What follows belongs to an exercise in optimizing a design on an open flow for small area; a production flow would make more cautious choices. RTL that was checked went through simulation tests only; none was proved equivalent to the original. Only the layout flow was run in runs 4 and 5; the RTL was not checked for function there. Power and IR drop assume default switching activity.

## config.mk

```make
export PLATFORM = sky130hd
export DESIGN_NAME = ChrisLinn
export DESIGN_NICKNAME = ChrisLinn
export VERILOG_FILES = /design/flow/design.v
export SDC_FILE = /design/flow/constraint.sdc
export NUM_CORES = 4
export LEC_CHECK = 0
export CAP_MARGIN = 20
export CORE_MARGIN = 2
export CORE_UTILIZATION = 70
export SLEW_MARGIN = 20
```

## flow/abc.script

```
strash
&get -n
&deepsyn -I 3 -J 200
&put
&get -n
&dch -f
&nf -a -R 1000
&put
strash
&get -n
&deepsyn -I 3 -J 200
&put
&get -n
&dch -f
&nf -a -R 1000
&put
strash
&get -n
&deepsyn -I 3 -J 200
&put
&get -n
&dch -f
&nf -a -R 1000
&put
```

## constraint.sdc

```tcl
create_clock -name core_clock -period 10.0 [get_ports {clk}]
set_input_delay 2.0000 -clock core_clock [delete_from_list [all_inputs] [get_ports {clk}]]
set_output_delay 2.0000 -clock core_clock [all_outputs]
set_load 0.01 [all_outputs]
```

## design.v

```verilog
module ChrisLinn(clk,rst,k1,k2,k3,k4,k5,k6,k7,hK,lK,out,bugO,yimashuchu);
	input clk,rst;
	input k1,k2,k3,k4,k5,k6,k7,hK,lK;
	output out,bugO;
	output [4:0] yimashuchu;
	wire d1,d2,d3,d4,d5,d6,d7,dh,dl;
	BugKiller inst13(.in(k1),.clk1M(clk),.rst(rst),.out(d1));
	BugKiller inst14(.in(k2),.clk1M(clk),.rst(rst),.out(d2));
	BugKiller inst15(.in(k3),.clk1M(clk),.rst(rst),.out(d3));
	BugKiller inst16(.in(k4),.clk1M(clk),.rst(rst),.out(d4));
	BugKiller inst17(.in(k5),.clk1M(clk),.rst(rst),.out(d5));
	BugKiller inst18(.in(k6),.clk1M(clk),.rst(rst),.out(d6));
	BugKiller inst19(.in(k7),.clk1M(clk),.rst(rst),.out(d7));
	BugKiller inst20(.in(hK),.clk1M(clk),.rst(rst),.out(dh));
	BugKiller inst21(.in(lK),.clk1M(clk),.rst(rst),.out(dl));
	AngryPuppy inst2(.in1(d1),.in2(d2),.in3(d3),.in4(d4),.in5(d5),.in6(d6),.in7(d7),
		.hKey(dh),.lKey(dl),.signal(yimashuchu));
	Gen inst(.signal(yimashuchu),.clk1M(clk),.rst(rst),.out(out));
	assign bugO = d1;
endmodule
module BugKiller (in,clk1M,rst,out);
	input  in,clk1M,rst;
	output out;
	reg g, idle;
	reg [17:0] y;
	wire tA = ~g & ((y & 18'h37a07) == 18'h17207);
	wire tB =  g & ((y & 18'h3beff) == 18'h21e84);
	wire term = ~idle & (tA | tB);
	always @ (posedge clk1M) begin
		y <= ~({y[16:0], ~(y[17] ^ y[10])} | {18{idle}});
		if (rst) begin
			g <= 1'b0;
			idle <= 1'b1;
		end else begin
			idle <= idle ? (g ^ in) : term;
			if (term) g <= ~in;
		end
	end
	assign out = ~g;
endmodule
module AngryPuppy (in1,in2,in3,in4,in5,in6,in7,hKey,lKey,signal);
	input  in1,in2,in3,in4,in5,in6,in7,hKey,lKey;
	output [4:0] signal;
	wire in1,in2,in3,in4,in5,in6,in7,hKey,lKey;
	reg [4:0] signal;
	always @(in1 or in2 or in3 or in4 or in5 or in6 or in7 or hKey or lKey)
		begin
			if(!hKey)
				begin
					if(!in1)      signal<=5'b10000;
					else if(!in2) signal<=5'b10001;
					else if(!in3) signal<=5'b10010;
					else if(!in4) signal<=5'b10011;
					else if(!in5) signal<=5'b10100;
					else if(!in6) signal<=5'b10101;
					else if(!in7) signal<=5'b10110;
					else 		  signal<=5'b11111;
				end
			else if(!lKey)
				begin
					if(!in1)      signal<=5'b01000;
					else if(!in2) signal<=5'b01001;
					else if(!in3) signal<=5'b01010;
					else if(!in4) signal<=5'b01011;
					else if(!in5) signal<=5'b01100;
					else if(!in6) signal<=5'b01101;
					else if(!in7) signal<=5'b01110;
					else 		  signal<=5'b11111;
				end
			else
				begin
					if(!in1) 	  signal<=5'b00000;
					else if(!in2) signal<=5'b00001;
					else if(!in3) signal<=5'b00010;
					else if(!in4) signal<=5'b00011;
					else if(!in5) signal<=5'b00100;
					else if(!in6) signal<=5'b00101;
					else if(!in7) signal<=5'b00110;
					else 		  signal<=5'b11111;
				end
		end
endmodule
module Gen(signal,clk1M,rst,out);
	input [4:0] signal;
	input clk1M;
	input rst;
	output out;
	localparam C = 2;
	reg [11:0] s;
	reg out;
	reg [11:0] K, P;
	always @* begin
		case(signal)
			5'b00000: begin K = 500000/523-1+C; P = 1000000/523+C; end
			5'b00001: begin K = 500000/587-1+C; P = 1000000/587+C; end
			5'b00010: begin K = 500000/659-1+C; P = 1000000/659+C; end
			5'b00011: begin K = 500000/698-1+C; P = 1000000/698+C; end
			5'b00100: begin K = 500000/784-1+C; P = 1000000/784+C; end
			5'b00101: begin K = 500000/880-1+C; P = 1000000/880+C; end
			5'b00110: begin K = 500000/998-1+C; P = 1000000/998+C; end
			5'b01000: begin K = 1000000/523-1+C; P = 2000000/523+C; end
			5'b01001: begin K = 1000000/587-1+C; P = 2000000/587+C; end
			5'b01010: begin K = 1000000/659-1+C; P = 2000000/659+C; end
			5'b01011: begin K = 1000000/698-1+C; P = 2000000/698+C; end
			5'b01100: begin K = 1000000/784-1+C; P = 2000000/784+C; end
			5'b01101: begin K = 1000000/880-1+C; P = 2000000/880+C; end
			5'b01110: begin K = 1000000/998-1+C; P = 2000000/998+C; end
			5'b10000: begin K = 250000/523-1+C; P = 500000/523+C; end
			5'b10001: begin K = 250000/587-1+C; P = 500000/587+C; end
			5'b10010: begin K = 250000/659-1+C; P = 500000/659+C; end
			5'b10011: begin K = 250000/698-1+C; P = 500000/698+C; end
			5'b10100: begin K = 250000/784-1+C; P = 500000/784+C; end
			5'b10101: begin K = 250000/880-1+C; P = 500000/880+C; end
			default:  begin K = 250000/998-1+C; P = 500000/998+C; end
		endcase
	end
	wire sil = &signal;
	always @ (posedge clk1M)
		if (rst | sil) begin
			s <= C;
			out <= 1'b0;
		end else begin
			if (s < K) out <= 1'b0;
			else if (s > K && s < P) out <= 1'b1;
			s <= (s >= P) ? C : s + 12'd1;
		end
endmodule
```

## standard.sh

```bash
#!/bin/bash
# synth_recipe.tcl (not shown) runs the flow's synth.tcl, then flattens the netlist and writes it again
# the make line also repeats each setting of config.mk as NAME=value (left out here)
make -C /OpenROAD-flow-scripts/flow DESIGN_CONFIG=/design/flow/config.mk WORK_HOME=/design/flow/orfs CLKGATE_MAP_FILE= SYNTH_SCRIPT=/design/flow/synth_recipe.tcl "${@:-finish}"
```

## flow/run.sh

```bash
#!/bin/bash
# Layout flow: the standard ORFS flow (standard.sh) with three changes:
#  - synthesis maps logic with an area-oriented ABC script (flow/abc.script)
#    and without the half/full-adder extraction step;
#  - ports are buffered with sky130_fd_sc_hd__buf_1;
#  - clock tree synthesis uses buf_6 and no dummy loads.
# Every ORFS step writes its own log under orfs/logs; make's output goes to
# flow_make.log here.
set -euo pipefail
W=$(pwd)
rm -rf "$W/scripts"
cp -r "$FLOW_HOME/scripts" "$W/scripts"
cp "$W/flow/abc.script" "$W/scripts/abc_speed.script"
bash "$W/standard.sh" \
  SCRIPTS_DIR="$W/scripts" \
  ADDER_MAP_FILE= \
  BUFFER_PORTS_ARGS="-buffer_cell sky130_fd_sc_hd__buf_1" \
  CTS_ARGS="-sink_clustering_enable -repair_clock_nets -buf_list sky130_fd_sc_hd__buf_6 -dont_use_dummy_load" \
  finish > "$W/flow_make.log" 2>&1
```

==> run_results.csv, run 1 <==
group,metric,value,unit
status,status,"finished clean",
worst_hold_path,min_path_cells,1,
timing,rsz0062_at_grt,"false",
clock_tree,cts_setup_buffers,0,
floorplan,core-area,8593,µm²
critical_path,reg2reg_from,"inst18.g",
floorplan,die_y,97.23,µm
timing,setup_viol,0,
yosys,netlist_instances,621,
power_and_ir_drop,irDropWorstVdd,0.0001327,V
critical_path,ff2ff_path_depth,17,
finish,drive_above_1_share,2.744,%
clock_tree,cts_resized,0,
timing,finalSetupTns,0,ns
worst_hold_path,hp-start,"inst19.y[8]",
detailed_routing,drt-initial-drc-count,203,
finish,fill_cells,626,
detailed_routing,wl,10.98,mm
yosys,synth_cell_types,37,
finish,area_growth,6.539,%
clock_tree,clock_sinks,193,
critical_path,cp_top_family,"simple AND/OR/NAND/NOR gates",
floorplan,die_w,97.23,µm
critical_path,cp-end-kind,"output port",
clock_tree,clockBufferDepth,2,
critical_path,crit_type,"reg2out",
finish,layout_common_cells,"nor2_1 (196), dfxtp_1 (193), a21oi_1 (39), o21ai_0 (18)",
timing,worst_slack,5.770,ns
finish,fin_area,6482,µm²
yosys,synth_top_family_by_area,"simple AND/OR/NAND/NOR gates",
detailed_routing,drt.antenna.violating_nets,0,
floorplan,io_pins,18,
clock_tree,cts_buffers,17,
critical_path,critical_path_buf_inv_count,1,
critical_path,rr_endpoint,"inst.s[2]",
detailed_routing,avgViaCountPerCell,5.838,
yosys,syn_area_per_cell,9.798,µm²
global_route,use_met3,5.827,%
timing,fin_crit,4.230,ns
floorplan,num_rows,34,
clock_tree,hold_buffers,0,
critical_path,critPathMaxStageDelay,0.54,ns
yosys,synth_xor_area_share,0.8637,%
finish,antenna_cells,0,
finish,final_common_cell,"nor2_1",
timing,worstMarginPinSlew,0.6633,ns
worst_hold_path,holdPathEnd,"inst19.y[9]",
floorplan,initial_core_util,70.81,%
power_and_ir_drop,total_power,1.266,mW
critical_path,worstPathArrival,2.23,ns
detailed_routing,drc,0,
timing,hold_viol_final,0,
place,dp_hpwl,7.528,mm
yosys,synth_fa_ha_area_share,0,%
global_route,grt_pass1_wl,18.71,mm
global_route,grt_overflow,0,
place,io_buffers,17,
critical_path,cp_max_fo,12,
place,place_ws,6.201,ns
global_route,gr-usage-met2,38.46,%
yosys,syn_area,6085,µm²
global_route,grt_busiest_layer,"met2",
critical_path,cp.required,8.00,ns
power_and_ir_drop,power_leakage,2.444,nW
clock_tree,clockRootBuffer,"buf_6",
timing,finClkSkew,0.03700,ns
flow_run,drv_cap,0,
clock_tree,cts_tree,"built",
floorplan,die-area,9454,µm²
yosys,synthMuxAreaShare,0,%
yosys,synth-seq-cells,193,
global_route,grt_usage,24.17,%
critical_path,rrSetupSlack,6.06,ns
timing,max_slew_margin,55.37,%
critical_path,startpoint_type,"flop",
detailed_routing,dr.pass1.iters,5,
global_route,met1_usage,32.11,%
global_route,grt_pass1_vias,4188,
power_and_ir_drop,p_per_area,195.2,nW/µm²
clock_tree,htreeDepth,4,
clock_tree,clk_latency,0.42,ns
place,dpl_cell_area,6291,µm²
timing,final_max_slew_viol_count,0,
critical_path,cpMaxStageDelayCell,"nor3_1",
timing,clock.fmax,236.4,MHz
global_route,antenna_found_initial,0,
global_route,grt_max_degree,21,
yosys,synth-compound-area-share,10.55,%
worst_hold_path,worstHoldPathType,"reg2reg",
yosys,syn_nets,632,
yosys,yosys_warnings,3,
timing,period_share,42.30,%
place,routabilityCongestion,0.9146,
detailed_routing,vias,4460,
clock_tree,clk_pin_slew,0.08,ns
finish,finalNetCount,669,
critical_path,path_cells,"or2_0, nor3_1, nand2_1, nand4b_1, buf_1",
critical_path,worstSetupPathDepth,5,
detailed_routing,wl_per_cell,14.37,µm
yosys,synth-simple-area-share,24.96,%
yosys,ys_seq_area_share,63.50,%
## cell type report
cell class                      count  area (µm²)  area share, %
Sequential cell                   193        3864          59.60
Inverter                            2       7.507         0.1158
Timing Repair Buffer               18       71.32          1.100
Multi-Input combinational cell    426        2213          34.14
Tap cell                          108       135.1          2.085
Clock buffer                       17       191.4          2.953
## metrics by stage
| stage | util (%) | hold slack [ns] | cells |
|---|---|---|---|
| global placement | 73.21 | 0.3662 | 747 |
| finish | 75.44 | 0.3710 | 764 |
| floorplan | - | 0.3627 | 621 |
| detailed placement | 73.21 | 0.3705 | 747 |
| CTS | 75.44 | 0.3673 | 764 |
| global route | 75.44 | 0.3896 | 764 |
## kinds of logic (layout without fill, tap and decap cells)
kind of cell    Yosys count  in the layout
compound gates          104            104
xor+xnor                  6              6
buf+inv                   2             37
flops                   193            193
simple gates            316            316
## cells in the mapped netlist
master	n	share of area, %
and2_0	2	0.21
o22a_1	2	0.29
nor2_1	196	12
nand2_1	14	0.86
a222oi_1	1	0.16
a221oi_1	3	0.43
nor3b_1	1	0.12
nand3b_1	1	0.12
o32ai_1	1	0.14
nor3_1	14	1.2
or4_1	6	0.74
nor4b_1	3	0.43
o221ai_1	2	0.29
nand4_1	17	1.7
nand3_1	4	0.33
clkinv_1	2	0.12
o21ai_0	18	1.5
a21oi_1	39	3.2
o22ai_1	8	0.82
nor4_1	10	1.0
xnor2_1	5	0.72
o211ai_1	1	0.12
o311ai_0	1	0.14
and4b_1	6	0.99
xor2_1	1	0.14
a211oi_1	10	1.2
nor2b_1	4	0.41
nand4b_1	17	2.4
nor4bb_1	2	0.33
nand2b_1	3	0.31
a22oi_1	4	0.49
o21a_1	10	1.2
o31ai_1	4	0.49
or3_1	9	0.93
dfxtp_1	193	63
and3_1	4	0.41
or2_0	3	0.31
## metal layers
layer	wire [µm]	up-vias	share of wire [%]
met1	5295	2086	48
met3	462	12	4.2
met5	0	-	0
li1	-	2269	-
met2	5106	93	47
met4	116	0	1.1
## worst max-delay path by stage
stage          startpoint             to  slack (ns)
6_report         inst13.g  yimashuchu[0]        5.77
3_5_place_dp     inst13.g      inst.s[2]        6.20
5_1_grt          inst13.g  yimashuchu[0]        5.60
2_1_floorplan    inst13.g  yimashuchu[0]        6.57
3_3_place_gp     inst13.g  yimashuchu[0]        6.31
4_1_cts          inst13.g  yimashuchu[0]        5.78
## registers in the layout, summed over array words and instances, names as in the netlist, 12 cells and up
name	cells
inst13.y	18
inst18.y	18
inst19.y	18
inst15.y	18
inst17.y	18
inst.s	12
inst14.y	18
inst21.y	18
inst20.y	18
inst16.y	18
## where the power goes
part / internal [mW] / switching (mW)
Sequential: 0.826 / 0.0475
Clock: 0.130 / 0.217
Combinational: 0.0249 / 0.0197
Total: 0.981 / 0.285
==> inputs of run 2 (changes only) <==
--- a/design.v
+++ b/design.v
@@ -25,7 +25,7 @@
 	reg [17:0] y;
-	wire tA = ~g & ((y & 18'h37a07) == 18'h17207);
-	wire tB =  g & ((y & 18'h3beff) == 18'h21e84);
+	wire tA = ~g & ((y & 18'h1b1a7) == 18'h0a123);
+	wire tB =  g & ((y & 18'h1f7ff) == 18'h02375);
 	wire term = ~idle & (tA | tB);
 	always @ (posedge clk1M) begin
-		y <= ~({y[16:0], ~(y[17] ^ y[10])} | {18{idle}});
+		y <= ~({y[16:0], (y[17] ^ y[6])} | {18{idle}});
 		if (rst) begin
==> run 2 against run 1 <==
  * Synthesized cell count grew 3.9%
  * Register-to-register slack lost 0.85 ns
  * Design area shrank 0.56%
  * Largest power group unchanged
  * Critical path depth grew 17
  * Clock power is essentially flat
  * Final cell count grew 2.7%
  * Maximum frequency shrank 12%
  * Routed wire length shrank 3.2%
  * Power shrank 0.39%
  * Hold slack gained 0.0017 ns
  * Non-clock buffer count is the same
  * Largest cell class unchanged
  * Clock skew grew 0.0038 ns
==> run_results.csv, run 2 <==
group,metric,value,unit
status,status,"finished clean",
power_and_ir_drop,p_sw_share,22.40,%
power_and_ir_drop,combPwrFrac,3.5,%
power_and_ir_drop,power_leakage,2.513,nW
timing,max_slew_margin,56.62,%
power_and_ir_drop,irDropWorstVdd,0.0001415,V
yosys,yosysMostFrequentCell,"nor2_1",
yosys,ys_top_cells_by_area,"dfxtp_1 (64%), nor2_1 (13%), nand2_1 (3.3%)",
power_and_ir_drop,p_per_area,195.6,nW/µm²
yosys,syn_nets,656,
global_route,antenna_found_initial,0,
yosys,ys_seq_area_share,63.84,%
timing,hold_viol_final,0,
clock_tree,cts_buffers,17,
critical_path,startpoint_type,"flop",
global_route,grt_max_degree,20,
timing,worst_slack,5.214,ns
detailed_routing,drt.antenna.violating_nets,0,
detailed_routing,avgViaCountPerCell,5.590,
critical_path,rrSetupSlack,5.21,ns
place,dpl_cell_area,6255,µm²
detailed_routing,wl,10.63,mm
global_route,grt_pass1_vias,4122,
clock_tree,cts_resized,0,
global_route,grt_pass1_wl,17.93,mm
timing,fin_crit,4.786,ns
timing,hold_ws,0.3727,ns
power_and_ir_drop,total_power,1.261,mW
clock_tree,cts_setup_buffers,0,
finish,area_growth,6.512,%
timing,finalSetupTns,0,ns
yosys,synth_top_area_share,63.84,%
yosys,yosys_warnings,3,
detailed_routing,drc,0,
critical_path,worstPathArrival,5.04,ns
yosys,syn_area_per_cell,9.383,µm²
critical_path,cp_max_fo,12,
worst_hold_path,worstHoldPathType,"reg2reg",
place,io_buffers,17,
power_and_ir_drop,internal_power,978.3,µW
clock_tree,hold_buffers,0,
place,dp_hpwl,7.327,mm
detailed_routing,drt-initial-drc-count,270,
clock_tree,cts_tree,"built",
timing,clock.fmax,208.9,MHz
floorplan,die_w,96.98,µm
global_route,grt_usage,23.13,%
detailed_routing,dr.pass1.iters,6,
flow_run,drv_cap,0,
timing,worstMarginPinSlew,0.6452,ns
critical_path,crit_type,"reg2reg",
finish,antenna_cells,0,
finish,drive_above_1_share,2.647,%
yosys,netlist_instances,645,
finish,finalNetCount,693,
yosys,synth_cell_types,40,
timing,final_max_slew_viol_count,0,
power_and_ir_drop,seq_power_share,69.1,%
timing,finClkSkew,0.04079,ns
timing,period_share,47.86,%
floorplan,core-area,8299,µm²
clock_tree,clk_latency,0.42,ns
finish,layout_common_cells,"nor2_1 (208), dfxtp_1 (193), nand2_1 (54), o21ai_0 (27), nor3_1 (22)",
critical_path,cp-end-kind,"flop",
clock_tree,htreeDepth,4,
place,dp.cells,768,
clock_tree,clockBufferDepth,2,
clock_tree,clk_pin_slew,0.09,ns
finish,postLayoutCoreUtil,77.67,%
finish,fin_cells,785,
yosys,syn_area,6052,µm²
floorplan,die_y,96.98,µm
finish,final_common_cell,"nor2_1",
clock_tree,clockRootBuffer,"buf_6",
place,place_ws,5.420,ns
floorplan,die-area,9405,µm²
detailed_routing,wl_per_cell,13.55,µm
floorplan,io_pins,18,
yosys,ys.flop_type,"dfxtp_1",
power_and_ir_drop,power.switching,282.4,µW
yosys,yosysTopAreaCell,"dfxtp_1",
yosys,synth-seq-cells,193,
timing,rsz0062_at_grt,"false",
floorplan,initial_core_util,72.92,%
finish,fin_area,6446,µm²
global_route,grt_overflow,0,
floorplan,num_rows,33,
place,routabilityCongestion,0.8347,
yosys,synthTopCellsByCount,"nor2_1 (208), dfxtp_1 (193), nand2_1 (54)",
critical_path,cp.required,10.26,ns
power_and_ir_drop,clockPowerShare,27.4,%
timing,setup_viol,0,
yosys,synth-edff-count,0,
yosys,async_reset_ff_share,0,%
detailed_routing,vias,4388,
clock_tree,clock_sinks,193,
-- run 2: cell types whose count changed in the layout (fill, tap and decap cells not counted), moves of 8 or more --
| cell | delta |
|---|---|
| a211oi_1 | -8 |
| a21oi_1 | -23 |
| nand2_1 | +40 |
| nand3_1 | +13 |
| nand4_1 | -10 |
| nand4b_1 | -15 |
| nor2_1 | +12 |
| nor3_1 | +8 |
| o21a_1 | -8 |
| o21ai_0 | +9 |
| xor2_1 | +10 |
-- run 2: logic make-up after synthesis --
family | count (synthesis) | synth area share (%)
buffers and inverters | 4 | 0.2480
flip-flops | 193 | 63.84
AO/OA/AOI/OAI | 82 | 8.456
adder cells (fa/ha/maj) | 2 | 0.3308
AND/OR/NAND/NOR | 349 | 24.95
XOR/XNOR | 15 | 2.171
-- run 2: cell type report --
class	instances	area, µm²
flip-flops and latches	193	3864
multi-input cells	448	2173
fillers	592	1853
clock buffers	17	191.4
well taps	105	131.4
repair buffers	18	71.32
inverters	4	15.01
-- run 2: metal layers --
| metal | part of all wire [%] | wire length (µm) | track usage, % | up-vias |
|---|---|---|---|---|
| met2 | 49 | 5197 | 38.68 | 83 |
| li1 | - | - | - | 2247 |
| met5 | 0 | 0 | 0 | - |
| met4 | 1.3 | 143 | 6.826 | 0 |
| met3 | 4.0 | 424 | 6.286 | 19 |
| met1 | 46 | 4868 | 29.52 | 2039 |
-- run 2: worst paths after layout --
| kind | start | end | depth (start not counted) |
|---|---|---|---|
| hold / removal | inst16.y[11] | inst16.y[12] | 1 |
| setup reg to reg | inst15.g | inst.s[6] | 22 |
| setup / recovery | inst15.g | inst.s[6] | 22 |
| hold reg to reg | inst16.y[11] | inst16.y[12] | 1 |
-- run 2: critical path: stages, from the launching register on --
cell and delay [ns]:
dfxtp_1 0.41, nor3_1 0.33, nand2b_1 0.15, nor3b_1 0.39
nor2_1 0.16, a21oi_1 0.16, o21ai_0 0.19, o21ai_0 0.14
o21ai_0 0.20, nor2_1 0.22, o21a_1 0.17, o21ai_0 0.09
and3b_1 0.20, o21ai_0 0.22, o221ai_1 0.17, a211oi_1 0.26
a221oi_1 0.08, nor2_1 0.15, a21oi_1 0.05, o21ai_0 0.19
maj3_1 0.21, nand2b_1 0.37, nor3_1 0.12
-- run 2: power groups by stage --
stage / registers [mW] / clock network, mW / logic (mW)
2_1_floorplan: 0.874 / 0 / 0.0335
3_3_place_gp: 0.884 / 0 / 0.0412
3_5_place_dp: 0.886 / 0 / 0.0449
4_1_cts: 0.871 / 0.355 / 0.0456
5_1_grt: 0.878 / 0.380 / 0.0530
6_report: 0.871 / 0.345 / 0.0446
==> inputs of run 3 (changes only) <==
--- a/design.v
+++ b/design.v
@@ -87,3 +87,2 @@
 	output out;
-	localparam C = 2;
 	reg [11:0] s;
@@ -93,23 +92,34 @@
 		case(signal)
-			5'b00000: begin K = 500000/523-1+C; P = 1000000/523+C; end
-			5'b00001: begin K = 500000/587-1+C; P = 1000000/587+C; end
-			5'b00010: begin K = 500000/659-1+C; P = 1000000/659+C; end
-			5'b00011: begin K = 500000/698-1+C; P = 1000000/698+C; end
-			5'b00100: begin K = 500000/784-1+C; P = 1000000/784+C; end
-			5'b00101: begin K = 500000/880-1+C; P = 1000000/880+C; end
-			5'b00110: begin K = 500000/998-1+C; P = 1000000/998+C; end
-			5'b01000: begin K = 1000000/523-1+C; P = 2000000/523+C; end
-			5'b01001: begin K = 1000000/587-1+C; P = 2000000/587+C; end
-			5'b01010: begin K = 1000000/659-1+C; P = 2000000/659+C; end
-			5'b01011: begin K = 1000000/698-1+C; P = 2000000/698+C; end
-			5'b01100: begin K = 1000000/784-1+C; P = 2000000/784+C; end
-			5'b01101: begin K = 1000000/880-1+C; P = 2000000/880+C; end
-			5'b01110: begin K = 1000000/998-1+C; P = 2000000/998+C; end
-			5'b10000: begin K = 250000/523-1+C; P = 500000/523+C; end
-			5'b10001: begin K = 250000/587-1+C; P = 500000/587+C; end
-			5'b10010: begin K = 250000/659-1+C; P = 500000/659+C; end
-			5'b10011: begin K = 250000/698-1+C; P = 500000/698+C; end
-			5'b10100: begin K = 250000/784-1+C; P = 500000/784+C; end
-			5'b10101: begin K = 250000/880-1+C; P = 500000/880+C; end
-			default:  begin K = 250000/998-1+C; P = 500000/998+C; end
+			5'b00000: begin K = 957; P = 1914; end
+			5'b00001: begin K = 852; P = 1705; end
+			5'b00010: begin K = 759; P = 1519; end
+			5'b00011: begin K = 717; P = 1434; end
+			5'b00100: begin K = 638; P = 1277; end
+			5'b00101: begin K = 569; P = 1138; end
+			5'b00110: begin K = 502; P = 1004; end
+			5'b00111: begin K = 502; P = 1004; end
+			5'b01000: begin K = 1913; P = 3826; end
+			5'b01001: begin K = 1704; P = 3409; end
+			5'b01010: begin K = 1518; P = 3036; end
+			5'b01011: begin K = 1433; P = 2867; end
+			5'b01100: begin K = 1276; P = 2553; end
+			5'b01101: begin K = 1137; P = 2274; end
+			5'b01110: begin K = 1003; P = 2006; end
+			5'b01111: begin K = 1003; P = 2006; end
+			5'b10000: begin K = 479; P = 958; end
+			5'b10001: begin K = 426; P = 853; end
+			5'b10010: begin K = 380; P = 760; end
+			5'b10011: begin K = 359; P = 718; end
+			5'b10100: begin K = 319; P = 639; end
+			5'b10101: begin K = 285; P = 570; end
+			5'b10110: begin K = 251; P = 503; end
+			5'b10111: begin K = 251; P = 503; end
+			5'b11000: begin K = 479; P = 958; end
+			5'b11001: begin K = 426; P = 853; end
+			5'b11010: begin K = 380; P = 760; end
+			5'b11011: begin K = 359; P = 718; end
+			5'b11100: begin K = 319; P = 639; end
+			5'b11101: begin K = 285; P = 570; end
+			5'b11110: begin K = 251; P = 503; end
+			5'b11111: begin K = 251; P = 503; end
 		endcase
@@ -119,3 +129,3 @@
 		if (rst | sil) begin
-			s <= C;
+			s <= 2;
 			out <= 1'b0;
@@ -124,3 +134,3 @@
 			else if (s > K && s < P) out <= 1'b1;
-			s <= (s >= P) ? C : s + 12'd1;
+			s <= (s >= P) ? 2 : s + 12'd1;
 		end
==> run 3 against run 2 <==
  * Design area fell by 1.0%
  * Combinational power fell by 1%
  * Global-route usage grew 1.3 points
  * Register-to-register slack got worse by 0.23 ns
==> run_results.csv, run 3 <==
group,metric,value,unit
global_route,grt_pass1_wl,17.67,mm
global_route,grt_overflow,0,
timing,worstMarginPinSlew,0.6061,ns
timing,period_share,50.11,%
global_route,grt_max_degree,21,
place,dp_hpwl,7.279,mm
critical_path,worstSetupPathDepth,18,
floorplan,die_y,96.46,µm
floorplan,io_pins,18,
yosys,synth_cell_types,32,
worst_hold_path,hp-start,"inst19.y[11]",
floorplan,initial_core_util,72.47,%
timing,finClkSkew,0.04079,ns
yosys,yosysMostFrequentCell,"nor2_1",
finish,layout_common_cells,"nor2_1 (207), dfxtp_1 (193), nand2_1 (39), a21oi_1 (33), nor3_1 (31)",
clock_tree,clockRootBuffer,"buf_6",
yosys,ys_top_cells_by_area,"dfxtp_1 (65%), nor2_1 (13%), a21oi_1 (2.8%)",
critical_path,rrSetupSlack,4.99,ns
yosys,ys_seq_area_share,64.56,%
global_route,grt_usage,24.42,%
yosys,yosysTopAreaCell,"dfxtp_1",
timing,setup_viol,0,
yosys,syn_area_per_cell,9.424,µm²
critical_path,critPathMaxStageDelay,0.50,ns
power_and_ir_drop,total_power,1.263,mW
clock_tree,cts_tree,"built",
floorplan,num_rows,33,
timing,fin_crit,5.012,ns
finish,regArea,3864,µm²
clock_tree,clock_sinks,193,
detailed_routing,drt-initial-drc-count,217,
detailed_routing,wl,10.48,mm
critical_path,cpMaxStageDelayCell,"or3_1",
clock_tree,hold_buffers,0,
critical_path,cp_top_family,"simple AND/OR/NAND/NOR gates",
critical_path,reg2reg_from,"inst13.g",
critical_path,cp_max_fo,12,
detailed_routing,wl_per_cell,13.52,µm
finish,final_common_cell,"nor2_1",
place,dp.cells,758,
detailed_routing,avgViaCountPerCell,5.635,
critical_path,rr_endpoint,"inst.s[2]",
timing,rsz0062_at_grt,"false",
power_and_ir_drop,power_leakage,2.456,nW
detailed_routing,drc,0,
timing,finalSetupTns,0,ns
place,io_buffers,17,
power_and_ir_drop,combPwrFrac,3.5,%
critical_path,cp-end-kind,"flop",
power_and_ir_drop,seq_power_share,69.0,%
detailed_routing,vias,4367,
power_and_ir_drop,irDropWorstVdd,0.0001895,V
yosys,async_reset_ff_share,0,%
clock_tree,clk_latency,0.42,ns
clock_tree,htreeDepth,4,
worst_hold_path,worstHoldPathType,"reg2reg",
floorplan,die-area,9305,µm²
finish,finalNetCount,683,
detailed_routing,dr.pass1.iters,5,
clock_tree,clockBufferDepth,2,
timing,clock.fmax,199.5,MHz
finish,multi_input_area,2106,µm²
finish,area_growth,6.586,%
power_and_ir_drop,p_sw_share,22.43,%
floorplan,core-area,8258,µm²
critical_path,path_cells,"nor2_1, nand2_1, or3_1, nand3_1, a22oi_1, nor2_1, o21ai_0, a221oi_1, o21ai_0, maj3_1, maj3_1, o21ai_0, a21oi_1, a221o_1, a222oi_1, o21ai_0, or3_1, nor3_1",
clock_tree,cts_setup_buffers,0,
power_and_ir_drop,clockPowerShare,27.5,%
detailed_routing,drt.antenna.violating_nets,0,
critical_path,cpMostUsedCell,"o21ai_0",
finish,antenna_cells,0,
finish,fin_cells,775,
timing,hold_viol_final,0,
flow_run,drv_cap,0,
yosys,yosys_warnings,3,
floorplan,die_w,96.46,µm
yosys,synth-seq-cells,193,
power_and_ir_drop,power.switching,283.3,µW
finish,fill_cells,587,
place,place_ws,5.118,ns
power_and_ir_drop,p_per_area,198.0,nW/µm²
critical_path,critical_path_buf_inv_count,0,
global_route,grt_pass1_vias,4025,
critical_path,cp.required,10.29,ns
yosys,synthTopCellsByCount,"nor2_1 (207), dfxtp_1 (193), nand2_1 (39)",
critical_path,ff2ff_path_depth,18,
yosys,ys.flop_type,"dfxtp_1",
power_and_ir_drop,internal_power,979.6,µW
place,routabilityCongestion,0.8634,
timing,worst_slack,4.989,ns
clock_tree,cts_resized,0,
timing,max_slew_margin,59.54,%
global_route,antenna_found_initial,0,
status,status,"finished clean",
timing,final_max_slew_viol_count,0,
yosys,syn_area,5984,µm²
finish,drive_above_1_share,2.687,%
yosys,synth_top_area_share,64.56,%
yosys,synth-edff-count,0,
yosys,syn_nets,646,
critical_path,startpoint_type,"flop",
timing,hold_ws,0.3524,ns
critical_path,crit_type,"reg2reg",
yosys,netlist_instances,635,
worst_hold_path,min_path_cells,1,
worst_hold_path,holdPathEnd,"inst19.y[12]",
clock_tree,cts_buffers,17,
critical_path,worstPathArrival,5.30,ns
clock_tree,clk_pin_slew,0.09,ns
## run 3: stage by stage
| step | utilization [%] | area (µm²) |
|---|---|---|
| finish | 77.24 | 6379 |
| global route | 77.24 | 6379 |
| CTS | 77.24 | 6379 |
| detailed placement | 74.92 | 6187 |
| global placement | 74.92 | 6187 |
| floorplan | - | 5984 |
## run 3: worst register-to-register path, stage by stage (launching register included)
cell	delay, ns
dfxtp_1	0.42
nor2_1	0.31
nand2_1	0.16
or3_1	0.44
nand3_1	0.15
a22oi_1	0.16
nor2_1	0.30
o21ai_0	0.18
a221oi_1	0.31
o21ai_0	0.15
maj3_1	0.37
maj3_1	0.35
o21ai_0	0.08
a21oi_1	0.09
a221o_1	0.26
a222oi_1	0.27
o21ai_0	0.15
or3_1	0.50
nor3_1	0.26
## run 3: area by class of cell
cell class / instances / area share (%)
multi-input combinational: 438 / 33.01
tap: 105 / 2.060
timing repair buffer: 18 / 1.118
clock buffer: 17 / 3.001
inverter: 4 / 0.2354
sequential: 193 / 60.57
## run 3: kinds of logic after synthesis
logic type,share of synthesized area [%]
AO/OA/AOI/OAI,8.447
buffers and inverters,0.2508
XOR/XNOR,2.342
AND/OR/NAND/NOR,24.06
adder cells (fa/ha/maj),0.3345
flip-flops,64.56
## run 3: layer usage
layer  up-vias  track usage (%)  wire length (µm)
li1       2220                -                 -
met1      2018            32.86              4975
met2       116            38.02              4806
met3        13            7.215               569
met4         0            8.099               128
met5         -                0                 0
## run 3: how the worst max path moves through the flow
stage                     end  slack, ns      from
floorplan           inst.s[1]       5.67  inst13.g
global placement    inst.s[1]       5.35  inst13.g
detailed placement  inst.s[9]       5.12  inst13.g
CTS                 inst.s[2]       5.07  inst13.g
global route        inst.s[2]       4.55  inst13.g
finish              inst.s[2]       4.99  inst13.g
## run 3: power groups by stage
| stage | Sequential (mW) | Clock [mW] | Combinational, mW |
|---|---|---|---|
| floorplan | 0.875 | 0 | 0.0334 |
| global placement | 0.885 | 0 | 0.0410 |
| detailed placement | 0.887 | 0 | 0.0445 |
| CTS | 0.871 | 0.355 | 0.0452 |
| global route | 0.879 | 0.385 | 0.0523 |
| finish | 0.871 | 0.348 | 0.0441 |
==> inputs of run 4 (changes only) <==
--- a/design.v
+++ b/design.v
@@ -23,18 +23,18 @@
 	output out;
-	reg g, idle;
+	reg o, idle;    
 	reg [17:0] y;
-	wire tA = ~g & ((y & 18'h1b1a7) == 18'h0a123);
-	wire tB =  g & ((y & 18'h1f7ff) == 18'h02375);
+	wire tA =  o & ((y & 18'h37a07) == 18'h17207);
+	wire tB = ~o & ((y & 18'h3beff) == 18'h21e84);
 	wire term = ~idle & (tA | tB);
 	always @ (posedge clk1M) begin
-		y <= ~({y[16:0], (y[17] ^ y[6])} | {18{idle}});
+		y <= ~({y[16:0], ~(y[17] ^ y[10])} | {18{idle}});
 		if (rst) begin
-			g <= 1'b0;
+			o <= 1'b1;
 			idle <= 1'b1;
 		end else begin
-			idle <= idle ? (g ^ in) : term;
-			if (term) g <= ~in;
+			idle <= idle ? ~(o ^ in) : term;
+			if (term) o <= in;
 		end
 	end
-	assign out = ~g;
+	assign out = o;
 endmodule
--- a/flow/run.sh
+++ b/flow/run.sh
@@ -5,3 +5,3 @@
 #  - ports are buffered with sky130_fd_sc_hd__buf_1;
-#  - clock tree synthesis uses buf_6 and no dummy loads.
+#  - clock tree synthesis uses clkbuf_8 and no dummy loads.
 # Every ORFS step writes its own log under orfs/logs; make's output goes to
@@ -17,3 +17,3 @@
   BUFFER_PORTS_ARGS="-buffer_cell sky130_fd_sc_hd__buf_1" \
-  CTS_ARGS="-sink_clustering_enable -repair_clock_nets -buf_list sky130_fd_sc_hd__buf_6 -dont_use_dummy_load" \
+  CTS_ARGS="-sink_clustering_enable -repair_clock_nets -buf_list sky130_fd_sc_hd__clkbuf_8 -dont_use_dummy_load" \
   finish > "$W/flow_make.log" 2>&1
==> flow/abc.script (replaced) <==
strash
&get -n
&deepsyn -T 60
&put
&get -n
&dch -f
&nf -a -R 1000
&put
strash
&get -n
&deepsyn -T 60
&put
&get -n
&dch -f
&nf -a -R 1000
&put
==> run 4 against run 3 <==
  * Die area grew 2.3%
  * Final cell count grew 0.77%
  * Design area grew 2.9%
  * Power grew 1.2%
  * Critical path type is now reg2out
==> run_results.csv, run 4 <==
group,metric,value,unit
yosys,ys_seq_area_share,63.05,%
clock_tree,clockBufferDepth,2,
global_route,grt_overflow,0,
timing,final_max_slew_viol_count,0,
finish,postLayoutCoreUtil,76.35,%
yosys,syn_area_per_cell,9.591,µm²
timing,worstMarginPinSlew,1.044,ns
detailed_routing,dr.pass1.iters,7,
yosys,netlist_instances,639,
clock_tree,hold_buffers,0,
yosys,yosysTopAreaCell,"dfxtp_1",
finish,area_growth,7.064,%
timing,finalSetupTns,0,ns
flow_run,drv_cap,0,
clock_tree,htreeDepth,4,
power_and_ir_drop,total_power,1.278,mW
worst_hold_path,worstHoldPathType,"reg2reg",
floorplan,die_y,97.57,µm
yosys,ys.flop_type,"dfxtp_1",
yosys,synthTopCellsByCount,"dfxtp_1 (193), nor2_1 (185), a21oi_1 (45)",
clock_tree,cts_buffers,17,
timing,period_share,50.76,%
clock_tree,clock_sinks,193,
clock_tree,cts_resized,0,
finish,layout_common_cells,"dfxtp_1 (193), nor2_1 (185), a21oi_1 (45), o21ai_0 (33)",
status,status,"finished clean",
timing,max_slew_margin,29.78,%
detailed_routing,wl_per_cell,14.13,µm
clock_tree,clk_latency,0.45,ns
yosys,synth-edff-count,0,
critical_path,startpoint_type,"flop",
global_route,grt_usage,24.10,%
timing,setup_viol,0,
global_route,grt_pass1_vias,4279,
finish,finalNetCount,686,
detailed_routing,drt.antenna.violating_nets,0,
power_and_ir_drop,irDropWorstVdd,0.0001707,V
yosys,async_reset_ff_share,0,%
floorplan,io_pins,18,
place,io_buffers,17,
critical_path,crit_type,"reg2out",
floorplan,die_w,97.57,µm
clock_tree,clockRootBuffer,"clkbuf_8",
detailed_routing,vias,4560,
yosys,ys_top_cells_by_area,"dfxtp_1 (63%), nor2_1 (11%), a21oi_1 (3.7%)",
place,dp_hpwl,7.506,mm
yosys,syn_nets,650,
detailed_routing,avgViaCountPerCell,5.839,
critical_path,cp.required,8.00,ns
floorplan,num_rows,34,
power_and_ir_drop,power_leakage,2.511,nW
critical_path,cp-end-kind,"output port",
place,place_ws,5.323,ns
finish,antenna_cells,0,
timing,hold_viol_final,0,
yosys,synth_top_area_share,63.05,%
timing,rsz0062_at_grt,"false",
yosys,yosys_warnings,3,
power_and_ir_drop,p_per_area,194.9,nW/µm²
floorplan,initial_core_util,71.32,%
yosys,yosysMostFrequentCell,"dfxtp_1",
critical_path,worstPathArrival,3.08,ns
critical_path,cp_max_fo,15,
place,routabilityCongestion,0.8783,
finish,final_common_cell,"dfxtp_1",
detailed_routing,drc,0,
timing,clock.fmax,197.0,MHz
timing,worst_slack,4.924,ns
yosys,synth_cell_types,39,
floorplan,core-area,8593,µm²
global_route,grt_pass1_wl,18.87,mm
timing,fin_crit,5.076,ns
clock_tree,cts_setup_buffers,0,
global_route,grt_max_degree,21,
yosys,syn_area,6128,µm²
detailed_routing,wl,11.04,mm
floorplan,die-area,9519,µm²
finish,drive_above_1_share,2.526,%
yosys,synth-seq-cells,193,
clock_tree,clk_pin_slew,0.09,ns
timing,finClkSkew,0.03748,ns
detailed_routing,drt-initial-drc-count,252,
global_route,antenna_found_initial,0,
clock_tree,cts_tree,"built",
==> run 4: layout make-up <==
type                    instances  area (µm²)
flip-flops and latches        193        3864
multi-input cells             434        2220
fillers                       582        2032
clock buffers                  17       234.0
well taps                     108       135.1
repair buffers                 17       63.81
inverters                      12       45.04
==> run 4: cell families (layout without fill, tap and decap cells) <==
logic type | Yosys count | in the layout | share of synthesized area, %
buffers and inverters | 12 | 46 | 0.7349
flip-flops | 193 | 193 | 63.05
AO/OA/AOI/OAI | 117 | 117 | 11.23
XOR/XNOR | 6 | 6 | 0.8575
AND/OR/NAND/NOR | 311 | 311 | 24.13
==> run 4: final timing paths <==
kind	from	slack, ns	end	cells after the start
max	inst13.o	4.92	yimashuchu[0]	6
max reg2reg	inst13.o	5.12	inst.s[2]	19
min reg2reg	inst21.y[7]	0.37	inst21.y[8]	1
min	inst21.y[7]	0.37	inst21.y[8]	1
==> run 4: critical path, cell delays in order (launching register included) <==
cell      delay (ns)
dfxtp_1         0.60
nand2_1         0.20
nor4_1          0.88
a31o_1          0.37
o211ai_1        0.22
and2_0          0.24
buf_1           0.14
==> run 4: report_power, final <==
group / switching (mW) / internal [mW] / total, mW
clock network: 0.215 / 0.151 / 0.366
logic: 0.0192 / 0.0237 / 0.0429
registers: 0.0460 / 0.824 / 0.870
total: 0.280 / 0.998 / 1.28
==> run 4: routing by layer <==
layer | global-route usage [%] | wire length, µm | vias up
li1 | - | - | 2312
met1 | 31.96 | 5318 | 2115
met2 | 37.72 | 4981 | 109
met3 | 6.978 | 524 | 24
met4 | 8.974 | 211 | 0
met5 | 0 | 0 | -
==> run 4: through the flow <==
| stage | cells | hold WS, ns | instance area, µm² |
|---|---|---|---|
| 3_3_place_gp | 764 | 0.3645 | 6327 |
| 2_1_floorplan | 639 | 0.3627 | 6128 |
| 5_1_grt | 781 | 0.3792 | 6561 |
| 3_5_place_dp | 764 | 0.3698 | 6327 |
| 6_report | 781 | 0.3725 | 6561 |
| 4_1_cts | 781 | 0.3725 | 6561 |
==> inputs of run 5 (changes only) <==
--- a/config.mk
+++ b/config.mk
@@ -9,3 +9,3 @@
 export CORE_MARGIN = 2
-export CORE_UTILIZATION = 70
+export CORE_UTILIZATION = 78
 export SLEW_MARGIN = 20
==> run 5 against run 4 <==
  * Still clean
  * Flip-flop and latch count unchanged
  * Combinational power increased by 3%
  * First-iteration DRC count fell by 17%
  * Clock-buffer cell count stayed put
  * Sequential share of layout area grew 0.067 points
==> run_results.csv, run 5 <==
group,metric,value,unit
timing,max_slew_margin,31.91,%
finish,antenna_cells,0,
detailed_routing,vias,4791,
detailed_routing,dr.pass1.iters,5,
finish,fin_area,6554,µm²
finish,final_common_cell,"dfxtp_1",
global_route,grt_pass1_wl,20.83,mm
yosys,synth_top_area_share,63.05,%
critical_path,cp_max_fo,15,
clock_tree,clock_sinks,193,
yosys,ys.flop_type,"dfxtp_1",
finish,area_growth,6.942,%
status,status,"finished clean",
floorplan,die_w,92.64,µm
place,dp_hpwl,8.440,mm
clock_tree,htreeDepth,4,
clock_tree,clockRootBuffer,"clkbuf_8",
power_and_ir_drop,p_per_area,196.2,nW/µm²
yosys,synth-simple-area-share,24.13,%
power_and_ir_drop,clockPowerShare,28.6,%
yosys,synth-compound-area-share,11.23,%
place,place_ws,5.257,ns
clock_tree,cts_buffers,17,
power_and_ir_drop,power.switching,287.5,µW
yosys,synth_fa_ha_area_share,0,%
clock_tree,hold_buffers,0,
yosys,synth-seq-cells,193,
finish,fill_cells,429,
clock_tree,clk_latency,0.45,ns
yosys,yosys_warnings,3,
global_route,grt_pass1_vias,4568,
yosys,synth_cell_types,39,
yosys,netlist_instances,639,
yosys,yosysTopAreaCell,"dfxtp_1",
floorplan,num_rows,32,
detailed_routing,drt.antenna.violating_nets,0,
yosys,synth_top_family_by_area,"simple AND/OR/NAND/NOR gates",
power_and_ir_drop,seq_power_share,67.9,%
timing,rsz0062_at_grt,"false",
detailed_routing,wl_per_cell,16.27,µm
floorplan,die-area,8582,µm²
clock_tree,clk_pin_slew,0.06,ns
critical_path,rrSetupSlack,5.18,ns
timing,finClkSkew,0.04235,ns
timing,fin_crit,5.112,ns
detailed_routing,avgViaCountPerCell,6.182,
finish,finalNetCount,686,
place,routabilityCongestion,0.9593,
timing,clock.fmax,195.6,MHz
yosys,syn_area,6128,µm²
place,dp.cells,758,
place,dpl_cell_area,6320,µm²
timing,final_max_slew_viol_count,0,
power_and_ir_drop,power_leakage,2.511,nW
critical_path,startpoint_type,"flop",
yosys,ys_seq_area_share,63.05,%
clock_tree,cts_setup_buffers,0,
yosys,async_reset_ff_share,0,%
critical_path,path_cells,"nand2_1, nor4_1, a31o_1, o211ai_1, and2_0, buf_1",
critical_path,worstPathArrival,3.11,ns
critical_path,critical_path_buf_inv_count,1,
global_route,grt_overflow,0,
yosys,ys_top_cells_by_area,"dfxtp_1 (63%), nor2_1 (11%), a21oi_1 (3.7%)",
critical_path,cp-end-kind,"output port",
critical_path,critPathMaxStageDelay,0.85,ns
critical_path,cp_top_family,"simple AND/OR/NAND/NOR gates",
global_route,grt_max_degree,21,
clock_tree,clockBufferDepth,2,
finish,fin_cells,775,
critical_path,cp.required,8.00,ns
detailed_routing,wl,12.61,mm
detailed_routing,drt-initial-drc-count,210,
yosys,synth-edff-count,0,
yosys,synthMuxAreaShare,0,%
floorplan,io_pins,18,
power_and_ir_drop,p_sw_share,22.36,%
critical_path,cpMaxStageDelayCell,"nor4_1",
floorplan,core-area,7687,µm²
yosys,synthTopCellsByCount,"dfxtp_1 (193), nor2_1 (185), a21oi_1 (45)",
flow_run,drv_cap,0,
yosys,syn_area_per_cell,9.591,µm²
global_route,antenna_found_initial,0,
worst_hold_path,worstHoldPathType,"reg2reg",
yosys,yosysMostFrequentCell,"dfxtp_1",
floorplan,die_y,92.64,µm
clock_tree,cts_tree,"built",
finish,drive_above_1_share,2.526,%
global_route,grt_usage,30.69,%
finish,layout_common_cells,"dfxtp_1 (193), nor2_1 (185), a21oi_1 (45), o21ai_0 (33)",
power_and_ir_drop,irDropWorstVdd,0.0001571,V
timing,setup_viol,0,
floorplan,initial_core_util,79.72,%
finish,postLayoutCoreUtil,85.25,%
timing,worst_slack,4.888,ns
clock_tree,cts_resized,0,
detailed_routing,drc,0,
timing,hold_viol_final,0,
power_and_ir_drop,internal_power,998.3,µW
yosys,synth_xor_area_share,0.8575,%
yosys,syn_nets,650,
power_and_ir_drop,combPwrFrac,3.4,%
timing,period_share,51.12,%
place,io_buffers,17,
critical_path,crit_type,"reg2out",
timing,worstMarginPinSlew,1.012,ns
timing,finalSetupTns,0,ns
## run 5: cells by family after synthesis
| logic type | count (synthesis) |
|---|---|
| xor gates and xnor gates | 6 |
| buffers and inverters | 12 |
| DFF | 193 |
| AOI/OAI and AO/OA | 117 |
| and+or+nand+nor | 311 |
## run 5: metal layers
metal / vias to the layer above / track usage, % / wire (µm)
li1: 2298 / - / -
met2: 160 / 53.10 / 6434
met3: 32 / 7.974 / 640
met5: - / 0 / 0
met1: 2301 / 37.60 / 5267
met4: 0 / 10.05 / 270
## run 5: metrics by stage
step	total power [mW]	hold WS (ns)
after floorplan	0.9067	0.3627
after global placement	0.9229	0.3683
after detailed placement	0.9318	0.3668
after CTS	1.288	0.3796
after global routing	1.335	0.3944
final	1.286	0.3794
## run 5: power by group through the flow
stage          registers, mW  logic [mW]  clock network (mW)
2_1_floorplan          0.874      0.0332                   0
3_3_place_gp           0.883      0.0396                   0
3_5_place_dp           0.888      0.0440                   0
4_1_cts                0.872      0.0450               0.372
5_1_grt                0.879      0.0512               0.404
6_report               0.873      0.0444               0.368
## run 5: final timing paths
check,cells after the start,startpoint,endpoint
worst max-delay path,6,inst13.o,yimashuchu[0]
worst min-delay path,1,inst13.y[8],inst13.y[9]
worst max register to register,20,inst13.o,inst.s[6]
worst min register to register,1,inst13.y[8],inst13.y[9]
## run 5: area by class of cell
cell class	count	area (µm²)	area share, %
Timing Repair Buffer	17	63.81	0.9737
Sequential cell	193	3864	58.95
Clock buffer	17	234.0	3.570
Inverter	12	45.04	0.6873
Tap cell	102	127.6	1.947
Multi-Input combinational cell	434	2220	33.87
## run 5: worst register-to-register path, cell delays in order, from the launching register on
cell,delay [ns]
dfxtp_1,0.60
nand2_1,0.19
nor4_1,0.85
a31o_1,0.40
o211ai_1,0.24
nor2_1,0.13
a21oi_1,0.05
a21oi_1,0.31
nand2_1,0.11
nand2_1,0.13
nor2_1,0.06
o21ai_0,0.16
o21ai_0,0.10
a21oi_1,0.17
a221oi_1,0.06
o21ai_0,0.28
a222oi_1,0.14
nor3_1,0.18
a21oi_1,0.10
nand2_1,0.32
nor3_1,0.11

-- port drivers added, routing unchanged --
In the flow no input, the clock included, has a driving cell. The finished layouts below were timed again as built, in two steps.
Step 1 (the two cells are an assumption about what drives the block):
set clk [get_ports {clk}]
set_driving_cell -lib_cell sky130_fd_sc_hd__clkbuf_16 $clk
set_driving_cell -lib_cell sky130_fd_sc_hd__buf_2 [delete_from_list [all_inputs] $clk]
Step 2 adds t to the input delays and takes it off the output delays; t is the mean of the earliest and latest rising clock arrival at the registers after step 1. Input paths then give back, and output paths get back, about the clock's delay inside the block.
a / b / c = ideal ports / drivers / drivers and shift; a / b = the first two.
run | t (ns) | setup WS [ns] | clock arrival spread, ns
run 1 | 0.436 | 5.770 / 5.735 / 6.065 | 0.043 / 0.043
run 2 | 0.436 | 5.214 / 5.214 / 5.214 | 0.044 / 0.044
run 3 | 0.430 | 4.988 / 4.988 / 4.988 | 0.054 / 0.055
run 4 | 0.459 | 4.924 / 4.891 / 5.116 | 0.044 / 0.044
run 5 | 0.468 | 4.888 / 4.853 / 5.177 | 0.043 / 0.043
After both steps every run listed still meets setup and hold.
